What follows belongs to an exercise in optimizing a design on an open flow for small area, a short achievable clock period and few clock cycles; a production flow would make more cautious choices. The RTL was checked by simulation tests, not by an equivalence proof against the original design. With no activity given, the tool overestimates toggling in this design, so its power and IR-drop figures are unreliable.

==> inputs of 06-24 <==
## matriz_determ5x5
module matriz_determ5x5 (
	input wire [199:0] matriz_A,
	input clk,
	input start,
	output reg done,
	output reg [31:0] det
);
export LEC_CHECK = 0
export CAP_MARGIN = 20
export CORE_MARGIN = 2
export CORE_UTILIZATION = 20
export PLACE_DENSITY = 0.3
export SLEW_MARGIN = 20
create_clock -name core_clock -period 30.0 [get_ports {clk}]
run.sh (not shown) runs the stock make flow with config.mk's settings and CLKGATE_MAP_FILE= SYNTH_SCRIPT=/design/flow/synth_recipe.tcl, a recipe that flattens the netlist after the stock synthesis.
==> 11-27 (differences from 06-24) <==
Settings changed: CORE_UTILIZATION 20 to 45, PLACE_DENSITY 0.3 to 0.6.
==> summary.txt <==
Of 11-27 and 06-24, 11-27 has the higher worst hold slack (gap 0.0069 ns).
06-24 produced a clean layout. 11-27 completed with no timing, DRC or antenna violations.
In 06-24 the sequential share of layout area is lower than in 11-27, by 0.48 points.
Of 11-27 and 06-24, 06-24 has the higher cell count (gap about 23%, measured against 06-24).
Between 06-24 and 11-27, the lower maximum frequency is in 06-24 (gap about 2.2%, measured against 11-27).
Non-clock buffer count: 06-24 is higher than 11-27 (49).
Against 11-27, the register-to-register slack of 06-24 is lower by 0.06 ns.
Clock skew: 06-24 is higher than 11-27 (0.022 ns).
In synthesized cell count, 11-27 and 06-24 do not differ.
Testbench counts of 06-24, summed over its fixed seeds: cycles 3,456.
Testbench counts of 11-27, summed over its fixed seeds: cycles 3,456.

---

==> inputs of job 521 <==
Another version of the RTL of matriz_determ5x5 (not shown whole).
==> flow/design.v (excerpt) <==
module matriz_determ5x5 (
	input wire [199:0] matriz_A,
	input clk,
	input start,
	output reg done,
	output reg [31:0] det
);
==> flow/config.mk <==
export PLATFORM = sky130hd
export DESIGN_NAME = matriz_determ5x5
export DESIGN_NICKNAME = matriz_determ5x5
export VERILOG_FILES = /design/flow/design.v
export SDC_FILE = /design/flow/constraint.sdc
export NUM_CORES = 4
export LEC_CHECK = 0
export CAP_MARGIN = 20
export CORE_MARGIN = 2
export CORE_UTILIZATION = 70
export PLACE_DENSITY = 0.85
export SLEW_MARGIN = 20
export SYNTH_HIERARCHICAL = 1
==> flow/constraint.sdc <==
create_clock -name core_clock -period 30.0 [get_ports {clk}]
set_input_delay 6.0000 -clock core_clock [delete_from_list [all_inputs] [get_ports {clk}]]
set_output_delay 6.0000 -clock core_clock [all_outputs]
set_load 0.01 [all_outputs]
standard.sh (not shown) runs the stock make flow with config.mk's settings and CLKGATE_MAP_FILE= SYNTH_SCRIPT=/design/flow/synth_recipe.tcl, a recipe that flattens the netlist after the stock synthesis.
==> flow/flow/run.sh <==
#!/bin/bash
# The standard layout (the standard.sh: ORFS from synthesis to the final
# layout), with one change: the buffers that buffer_ports puts on every input
# and output port are sky130_fd_sc_hd__buf_2 cells instead of the delay-buffer
# cells it picks by default.
set -e
cp standard.sh standard_copy.sh.txt
export BUFFER_PORTS_ARGS="-buffer_cell sky130_fd_sc_hd__buf_2"
bash standard.sh > standard.log 2>&1
==> job 1543: changes against job 521 <==
--- a/flow/config.mk
+++ b/flow/config.mk
@@ -8,6 +8,6 @@
 export CAP_MARGIN = 20
 export CORE_MARGIN = 2
-export CORE_UTILIZATION = 70
-export PLACE_DENSITY = 0.85
+export CORE_UTILIZATION = 45
+export PLACE_DENSITY = 0.6
 export SLEW_MARGIN = 20
 export SYNTH_HIERARCHICAL = 1
==> summary.txt <==
Run status:
- The run finished with no timing, DRC or antenna violations.

Cells and area:
- Measured on the final layout, buffering overhead outside the clock network stands at 0.0263.

Floorplan:
- The flow inserted 2058 tap cells.
- The height of the chip is 400 um.

Worst setup path:
- The startpoint of the lowest-slack register-to-register path is first$_SDFF_PN0_.

Power and ir drop:
the above is filed under job 1543

==> summary.txt <==
Run status:
- The run finished with no timing, DRC or antenna violations.

Synth:
- The commonest cells after synthesis are 1682 x sky130_fd_sc_hd__fa_1, 743 x sky130_fd_sc_hd__and2_1, 734 x sky130_fd_sc_hd__nand2_1, 494 x sky130_fd_sc_hd__xnor2_1, 431 x sky130_fd_sc_hd__dfxtp_1.
- The proportion of synthesized area in mux cells is 0.0446.

Cells and area:
- Measured on the final layout, buffering overhead outside the clock network stands at 0.0265.

Worst setup path:
- The startpoint of the lowest-slack register-to-register path is k34[11]$_DFF_P_.
- Walking the worst path, the cells encountered are and2_1, fa_1, fa_1, fa_1, fa_1, fa_1, fa_1, fa_1, ha_1, a21oi_1, o21ai_0, or3b_2, nor3_1, nor3_1, a31oi_1, nor2_1, a211oi_1.
- The critical path's largest stage delay is 0.92 ns.

Floorplan:
- The tapcell count is 1298.
the above is filed under job 521

Testbench counts of job 521, summed over its fixed seeds: cycles 3,456.
Testbench counts of job 1543, summed over its fixed seeds: cycles 3,456.

---

==> inputs of run D <==
matriz_determ5x5 again, from the RTL that the note above started with.
==> flow/design.v (excerpt) <==
module matriz_determ5x5 (
	input wire [199:0] matriz_A,
	input clk,
	input start,
	output reg done,
	output reg [31:0] det
);
export LEC_CHECK = 0
export CAP_MARGIN = 20
export CORE_MARGIN = 2
export CORE_UTILIZATION = 45
export PLACE_DENSITY = 0.6
export SLEW_MARGIN = 70
export SYNTH_HIERARCHICAL = 1
create_clock -name core_clock -period 30.0 [get_ports {clk}]
Scripts as last shown in full above: flow/flow/run.sh
==> inputs of run F, as changes to run D <==
==> flow/config.mk (replaced) <==
export PLATFORM = sky130hd
export DESIGN_NAME = matriz_determ5x5
export DESIGN_NICKNAME = matriz_determ5x5
export VERILOG_FILES = /design/flow/design.v
export SDC_FILE = /design/flow/constraint.sdc
export NUM_CORES = 4
export LEC_CHECK = 0
export CAP_MARGIN = 20
export CORE_MARGIN = 2
export CORE_UTILIZATION = 60
export PLACE_DENSITY = 0.75
export SLEW_MARGIN = 20
export SYNTH_HIERARCHICAL = 1
==> inputs of run B, as changes to run D <==
--- a/flow/design.v
+++ b/flow/design.v
@@ -10,31 +10,29 @@
 	input start,
 	output reg done,
 	output reg [31:0] det
 );
 	reg [199:0] R;           
 	reg [3:0] cnt;
 	reg v1;                  
 	reg first;               
-	reg first_n;             
 	reg [16:0] k34, k24, k23, k14, k13;
 	reg [8:0] pa_neg, pa_one, pa_two, pb_neg, pb_one, pb_two;
 	reg [26:0] q234a, q234b;
 	wire [199:0] Rrot;
 	genvar r, c;
 	generate
 		for (r = 0; r < 5; r = r + 1) begin : gr
 			for (c = 0; c < 5; c = c + 1) begin : gc
 				assign Rrot[r*40 + c*8 + 7 -: 8] = R[r*40 + ((c + 1) % 5)*8 + 7 -: 8];
 			end
 		end
 	endgenerate
-	wire k_first = (cnt == 4'd1);
-	wire [31:0] det_in = det & {32{cnt != 4'd2}};
+	wire [31:0] det_in = det & {32{~first}};
 	wire [16:0] k34_n;
 	wire [7:0] k34_a = R[151:144];
 	wire [7:0] k34_b = R[159:152];
 	wire [7:0] k34_c = R[191:184];
 	wire [7:0] k34_d = R[199:192];
 	wire [16:0] k24_n;
 	wire [7:0] k24_a = R[143:136];
 	wire [7:0] k24_b = R[159:152];
@@ -46,20 +44,20 @@
 	wire [7:0] k14_c = R[175:168];
 	wire [7:0] k14_d = R[199:192];
 	wire [16:0] m01a_n;
 	wire [7:0] m01a_a = (first ? R[143:136] : R[39:32]);
 	wire [7:0] m01a_b = (first ? R[151:144] : R[7:0]);
 	wire [7:0] m01a_c = (first ? R[183:176] : R[79:72]);
 	wire [7:0] m01a_d = (first ? R[191:184] : R[47:40]);
 	wire [16:0] m01b_n;
-	wire [7:0] m01b_a = (first_n ? R[15:8] : R[135:128]);
-	wire [7:0] m01b_b = (first_n ? R[39:32] : R[151:144]);
-	wire [7:0] m01b_c = (first_n ? R[55:48] : R[175:168]);
-	wire [7:0] m01b_d = (first_n ? R[79:72] : R[191:184]);
+	wire [7:0] m01b_a = (first ? R[135:128] : R[15:8]);
+	wire [7:0] m01b_b = (first ? R[151:144] : R[39:32]);
+	wire [7:0] m01b_c = (first ? R[175:168] : R[55:48]);
+	wire [7:0] m01b_d = (first ? R[191:184] : R[79:72]);
 	wire [7:0] a21 = R[87:80];
 	wire [7:0] a22 = R[95:88];
 	wire [7:0] a23 = R[103:96];
 	wire [7:0] a24 = R[111:104];
 	wire [26:0] q234a_n, q234b_n;
 	wire [3:0] bd_pa21_neg, bd_pa21_one, bd_pa21_two;
 	wire [8:0] bd_pa21_x = {a21[7:0], 1'b0};
 	assign bd_pa21_neg[0] = bd_pa21_x[2];
@@ -5923,35 +5921,33 @@
 			assign db_one[i] = vs & (xb[2*i+1] ^ xb[2*i]);
 			assign db_two[i] = vs & ((xb[2*i+2] & ~xb[2*i+1] & ~xb[2*i]) | (~xb[2*i+2] & xb[2*i+1] & xb[2*i]));
 		end
 	endgenerate
 	always @(posedge clk) begin
 		R <= (cnt == 4'd0) ? matriz_A : Rrot;
 		k34 <= k34_n;
 		k24 <= k24_n;
-		k23 <= k_first ? m01a_n : k34;
+		k23 <= first ? m01a_n : k34;
 		k14 <= k14_n;
-		k13 <= k_first ? m01b_n : k24;
+		k13 <= first ? m01b_n : k24;
 		pa_neg <= da_neg;
 		pa_one <= da_one;
 		pa_two <= da_two;
 		pb_neg <= db_neg;
 		pb_one <= db_one;
 		pb_two <= db_two;
 		q234a <= q234a_n;
 		q234b <= q234b_n;
 		det <= det_n;
 		if (!start) begin
 			cnt <= 4'd0;
 			v1 <= 1'b0;
 			first <= 1'b0;
-			first_n <= 1'b1;
 			done <= 1'b0;
 		end else begin
 			if (cnt != 4'd8) cnt <= cnt + 4'd1;
 			first <= (cnt == 4'd0);
-			first_n <= (cnt != 4'd0);
 			v1 <= (cnt >= 4'd1) && (cnt <= 4'd5);
 			done <= (cnt >= 4'd7);
 		end
 	end
 endmodule
--- a/flow/config.mk
+++ b/flow/config.mk
@@ -4,10 +4,10 @@
 export VERILOG_FILES = /design/flow/design.v
 export SDC_FILE = /design/flow/constraint.sdc
 export NUM_CORES = 4
 export LEC_CHECK = 0
 export CAP_MARGIN = 20
 export CORE_MARGIN = 2
 export CORE_UTILIZATION = 45
 export PLACE_DENSITY = 0.6
-export SLEW_MARGIN = 70
+export SLEW_MARGIN = 20
 export SYNTH_HIERARCHICAL = 1
==> inputs of run A, as changes to run D <==
==> flow/config.mk (replaced) <==
export PLATFORM = sky130hd
export DESIGN_NAME = matriz_determ5x5
export DESIGN_NICKNAME = matriz_determ5x5
export VERILOG_FILES = /design/flow/design.v
export SDC_FILE = /design/flow/constraint.sdc
export NUM_CORES = 4
export LEC_CHECK = 0
export CAP_MARGIN = 60
export CORE_MARGIN = 2
export CORE_UTILIZATION = 45
export PLACE_DENSITY = 0.6
export SLEW_MARGIN = 70
export SYNTH_HIERARCHICAL = 1
==> notes <==
Area after synthesis is about the same in run B and run A.
Against run A, the worst hold slack of run D is higher by 9.1 ps.
Of run B and run A, run A has the higher clock-buffer cell count (gap 3).
Run D passed the timing, design-rule and antenna checks. Run A ran to the end with no violations. Run F went through all stages and came out clean. Run B produced a clean layout.
Die area is the same in run A and run D.
Critical path depth is the same in run A and run F.
Clock skew, highest first: run B, run A, run F, run D.
Synthesized cell count is the same in run F and run A.
==> figures <==
Outcome: run F no timing/DRC/antenna violations; run B no timing/DRC/antenna violations; run A no timing/DRC/antenna violations; run D no timing/DRC/antenna violations
Peak Freq: run F 139 MHz; run B 128 MHz; run A 139 MHz; run D 140 MHz
Core Area: run F 0.116 mm2; run B 0.156 mm2; run A 0.156 mm2; run D 0.156 mm2
Estimated wirelength of the detail-placed design: run F 165000 um; run B 177000 um; run A 179000 um; run D 178000 um
Final worst-path cycle share: run F 0.239; run B 0.261; run A 0.240; run D 0.239
Clkbuf count: run F 69; run B 66; run A 69; run D 66
Fraction of the core area covered by cells at the end of the flow: run F 0.641; run B 0.486; run A 0.497; run D 0.495
Number of clock sinks seen by CTS: run F 431; run B 430; run A 431; run D 431
Final-stage net count: run F 8537; run B 8616; run A 8586; run D 8584
Worst R2R Start: run F k34[8]; run B first; run A cnt[0]; run D cnt[0]
Tightest Pin Transition: run F 1230 ps; run B 1130 ps; run A -; run D -
Clock Skews: run F 65.3 ps; run B 80.7 ps; run A 66.1 ps; run D 49.7 ps
Slowest library cell on the worst path: run F sky130_fd_sc_hd__dfxtp_1; run B sky130_fd_sc_hd__mux2i_1; run A sky130_fd_sc_hd__dfxtp_1; run D sky130_fd_sc_hd__dfxtp_1
Num rows: run F 125; run B 145; run A 145; run D 145
Post-Route WL: run F 218000 um; run B 240000 um; run A 232000 um; run D 232000 um
Combined area of the multi-input logic cells: run F 0.0600 mm2; run B 0.0598 mm2; run A 0.0610 mm2; run D 0.0609 mm2
Testbench counts of run D, summed over its fixed seeds: cycles 3,456.
Testbench counts of run F, summed over its fixed seeds: cycles 3,456.
Testbench counts of run B, summed over its fixed seeds: cycles 3,456.
Testbench counts of run A, summed over its fixed seeds: cycles 3,456.

---

==> inputs of 05-16 <==
Another version of the RTL of matriz_determ5x5 (not shown whole).
export LEC_CHECK = 0
export CAP_MARGIN = 20
export CORE_MARGIN = 2
export CORE_UTILIZATION = 45
export PLACE_DENSITY = 0.6
export SLEW_MARGIN = 20
export SYNTH_HIERARCHICAL = 1
create_clock -name core_clock -period 30.0 [get_ports {clk}]
Scripts as last shown in full above: flow/flow/run.sh
==> 10-08: changes against 05-16 <==
==> flow/run.sh (new file) <==
#!/bin/bash
# synth_recipe.tcl (not shown) runs the flow's synth.tcl, then flattens the netlist and writes it again
# the make line also repeats each setting of config.mk as NAME=value (left out here)
make -C /OpenROAD-flow-scripts/flow DESIGN_CONFIG=/design/flow/config.mk WORK_HOME=/design/flow/orfs CLKGATE_MAP_FILE= SYNTH_SCRIPT=/design/flow/synth_recipe.tcl finish
removed: flow/flow/run.sh
removed: flow/standard.sh
==> summary.txt <==
|  | 05-16 | 10-08 |
|---|---|---|
| Result of the run | no timing/DRC/antenna violations | no timing/DRC/antenna violations |
| Detailed-route vias per instance | 5.67 | 5.68 |
| Share of cell area taken by multi-input logic gates | 80.1% | 78.7% |
| Worst path max stage delay | 450 ps | 680 ps |
| HP Start | R[26] | m01b[0] |
| Dpl hpwl | 180000 um | 179000 um |
| Non-Filler Instances | 9735 | 9761 |
| Nets | 9771 | 9802 |
| Min-Delay Endpoint | R[18] | pb_two[0] |
| Hold_ws | 413 ps | 413 ps |
| Data arrival time of the worst path | 1330 ps | 1780 ps |
| Clock buffer count in the final layout | 69 | 70 |
| Number of global-route vias before repair | 60900 | 61400 |
| Sequential standard cell area | 9280 um2 | 9290 um2 |
| Number of antenna violations at the first check in global routing | 11 | 10 |
| Highest signal layer in the routed design | met4 | met5 |
| Upper clock frequency limit | 136 MHz | 129 MHz |
| Post-layout minimum cycle time | 7330 ps | 7780 ps |
Testbench counts of 05-16, summed over its fixed seeds: cycles 3,456.
Testbench counts of 10-08, summed over its fixed seeds: cycles 3,456.

## separate check: timing with driven ports
The results above use ideal ports. As a check the final layouts listed here were re-extracted and re-timed, cells and wires unchanged.
Step 1 sets driving cells, clkbuf_16 on the clock port and buf_2 on the other inputs (assumed; they add their load-dependent delay and slew).
Step 2 adds t to the input delays and takes it off the output delays; t is the mean of the earliest and latest rising clock arrival at the registers after step 1. Input paths then give back, and output paths get back, about the clock's delay inside the block.
a / b / c = no drivers / after step 1 / after step 2; a / b = the first two.
run | t (ns) | slack for setup (ns) | hold slack, ns
06-24 | 0.913 | 22.020 / 21.915 / 22.451 | 0.447 / 0.447 / 0.447
11-27 | 0.766 | 22.197 / 22.109 / 22.515 | 0.454 / 0.454 / 0.454
job 521 | 0.774 | 22.627 / 22.627 / 22.627 | 0.456 / 0.456 / 0.456
job 1543 | 0.754 | 22.713 / 22.700 / 22.713 | 0.450 / 0.450 / 0.450
run D | 0.749 | 22.835 / 22.755 / 23.266 | 0.453 / 0.453 / 0.453
run F | 0.744 | 22.828 / 22.754 / 22.960 | 0.451 / 0.451 / 0.451
run B | 0.762 | 22.182 / 22.182 / 22.182 | 0.452 / 0.452 / 0.452
run A | 0.754 | 22.796 / 22.715 / 23.265 | 0.444 / 0.444 / 0.444
05-16 | 0.796 | 22.667 / 22.582 / 22.719 | 0.413 / 0.413 / 0.413
10-08 | 0.771 | 22.222 / 22.139 / 22.287 | 0.413 / 0.413 / 0.413
After both steps every run listed still meets setup and hold.
